From an optimization exercise on the open Yosys and OpenROAD flow, aimed at small area and a short achievable clock period; shortcuts taken in it are not production practice.
In this exercise RTL edits were held to simulation tests only and were not proved equivalent to the original.

==> job 6113 <==
==> flow/design.v (excerpt) <==
module KiwiNPU (
  input  wire         clk,
  input  wire         rst_n,
  input  wire [31:0]  in_vec,
  input  wire [511:0] weights_flat,
  input  wire [95:0]  biases_flat,
  output wire [31:0]  out_vec
);
  reg [6:0] hq_0;
  reg [6:0] hq_1;
  reg [6:0] hq_2;
  reg [6:0] hq_3;
  reg [6:0] hq_4;
  reg [6:0] hq_5;
  reg [6:0] hq_6;
  reg [6:0] hq_7;
  reg [6:0] yq_0;
  reg [6:0] yq_1;
  reg [6:0] yq_2;
  reg [6:0] yq_3;
  wire p0;
  wire p1;
  wire p2;
  wire p3;
  wire p4;
  wire p5;
  wire p6;
  wire p7;
  wire p8;
  wire p9;
  wire p10;
  wire p11;
  wire p12;
  wire p13;
  wire p14;
  wire p15;
  wire p16;
  wire p17;
  wire p18;
  wire p19;
  wire p20;
  wire p21;
  wire p22;
  wire p23;
  wire p24;
  wire p25;
  wire p26;
  wire p27;
  wire p28;
  wire p29;
  wire p30;
  wire p31;
  wire p32;
  wire p33;
  wire p34;
  wire p35;
  wire p36;
  wire p37;
  wire p38;
  wire p39;
  wire p40;
  wire p41;
  wire p42;
  wire p43;
  wire p44;
  wire p45;
  wire p46;
  wire p47;
  wire p48;
  wire p49;
  wire p50;
  wire p51;
  wire p52;
  wire p53;
  wire p54;
  wire p55;
  wire p56;
  wire p57;
  wire p58;
  wire p59;
  wire p60;
  wire p61;
  wire p62;
  wire p63;
  ...
==> flow/config.mk <==
export PLATFORM = sky130hd
export DESIGN_NAME = KiwiNPU
export DESIGN_NICKNAME = KiwiNPU
export VERILOG_FILES = /design/flow/design.v
export SDC_FILE = /design/flow/constraint.sdc
export NUM_CORES = 4
export LEC_CHECK = 0
export CAP_MARGIN = 20
export CORE_MARGIN = 2
export CORE_UTILIZATION = 40
export SETUP_SLACK_MARGIN = 5.0
export SLEW_MARGIN = 20
==> flow/constraint.sdc <==
create_clock -name core_clock -period 12.0 [get_ports {clk}]
set_input_delay 2.4000 -clock core_clock [delete_from_list [all_inputs] [get_ports {clk}]]
set_output_delay 2.4000 -clock core_clock [all_outputs]
set_load 0.01 [all_outputs]
standard.sh (not shown) runs the stock make flow with config.mk's settings and CLKGATE_MAP_FILE= SYNTH_SCRIPT=/design/flow/synth_recipe.tcl, a recipe that flattens the netlist after the stock synthesis.
==> flow/flow/run.sh <==
#!/bin/bash
# The standard layout (standard.sh), with two synthesis changes:
#  - SYNTH_ARGS=-noabc: skip Yosys's generic ABC pass before full-adder
#    extraction, so the adder trees written in the RTL map onto full-adder
#    cells as written (ABC still maps everything else afterwards);
set -euo pipefail
bash standard.sh SYNTH_ARGS=-noabc SYNTH_HIERARCHICAL=1 finish > standard_flow.log 2>&1
==> job 1805 (differences from job 6113) <==
--- a/flow/config.mk
+++ b/flow/config.mk
@@ -9,4 +9,3 @@
 export CORE_MARGIN = 2
 export CORE_UTILIZATION = 40
-export SETUP_SLACK_MARGIN = 5.0
 export SLEW_MARGIN = 20
==> summary of the runs <==
- Against job 1805, the first-iteration DRC count of job 6113 is higher by 5.5%.
- Synthesized cell count is the same in job 6113 and job 1805.
- Of job 1805 and job 6113, job 6113 has the higher routed wire length (gap about 9%, measured against job 6113).
- In sequential cell count, job 6113 and job 1805 do not differ.
- Non-clock buffer count: job 1805 is lower than job 6113 (465).
- Of job 6113 and job 1805, job 6113 has the higher maximum frequency (gap 21%, measured against job 1805).
- Synthesized area is the same in job 1805 and job 6113.
- Core utilization: job 1805 is lower than job 6113 (4.7 points).
- Between job 1805 and job 6113, the lower via count is in job 1805 (gap about 5.6%, measured against job 6113).

* * *

==> inputs of 04-24 <==
Another version of the RTL of KiwiNPU (not shown whole).
clock: 12.0 ns
lec_check: 0
cap_margin: 20
core_margin: 2
core_utilization: 40
setup_slack_margin: 3.0
slew_margin: 20
Scripts as last shown in full above: flow/flow/run.sh
==> 09-03 (differences from 04-24) <==
--- a/flow/config.mk
+++ b/flow/config.mk
@@ -10,3 +10,3 @@
 export CORE_UTILIZATION = 40
-export SETUP_SLACK_MARGIN = 3.0
+export SETUP_SLACK_MARGIN = 5.0
 export SLEW_MARGIN = 20
==> summary.txt <==
Outcome: 09-03 finished clean; 04-24 finished clean
Final critical path time including I/O delays and setup: 09-03 7.75 ns; 04-24 8.92 ns
RSZ-0062 raised after global routing: 09-03 yes; 04-24 no
GRT Overall Usage: 09-03 38.2%; 04-24 35.3%
Buffers inserted during post-CTS setup optimization: 09-03 462; 04-24 2
Routed met2 length: 09-03 214000 um; 04-24 201000 um
Register-to-Register Setup Slack: 09-03 4.29 ns; 04-24 3.58 ns
WP depth: 09-03 20; 04-24 18
Placed Area: 09-03 0.110 mm^2; 04-24 0.109 mm^2
Worst R2R Path Depth: 09-03 20; 04-24 21

## separate check: timing with driven ports
In the flow no input, the clock included, has a driving cell. The finished layouts below were timed again as built, in two steps.
Step 1 (the two cells are an assumption about what drives the block):
set clk [get_ports {clk}]
set_driving_cell -lib_cell sky130_fd_sc_hd__clkbuf_16 $clk
set_driving_cell -lib_cell sky130_fd_sc_hd__buf_2 [delete_from_list [all_inputs] $clk]
Step 2 adds t to the input delays and takes it off the output delays; t is the mean of the earliest and latest rising clock arrival at the registers after step 1. Input paths then give back, and output paths get back, about the clock's delay inside the block.
Slacks: no drivers / after step 1 / after step 2; pairs: no drivers / after step 1.
run	t (ns)	slack for setup (ns)	hold WS [ns]	worst slew at a driven data input, ns	pins driven straight from the clock port
job 6113	0.585	4.089 / 4.042 / 3.457	1.542 / 1.542 / 1.542	0.36	1
job 1805	0.567	2.454 / 2.485 / 1.918	1.385 / 1.385 / 1.385	0.25	1
04-24	0.570	3.076 / 3.117 / 2.547	1.643 / 1.643 / 1.643	0.28	1
09-03	0.596	4.246 / 4.076 / 3.480	1.608 / 1.608 / 1.608	0.45	1
After both steps setup and hold are still met in every run listed. For 09-03, which loses most, drivers alone change the setup slack by -0.170 ns; drivers and shift together by -0.766 ns.
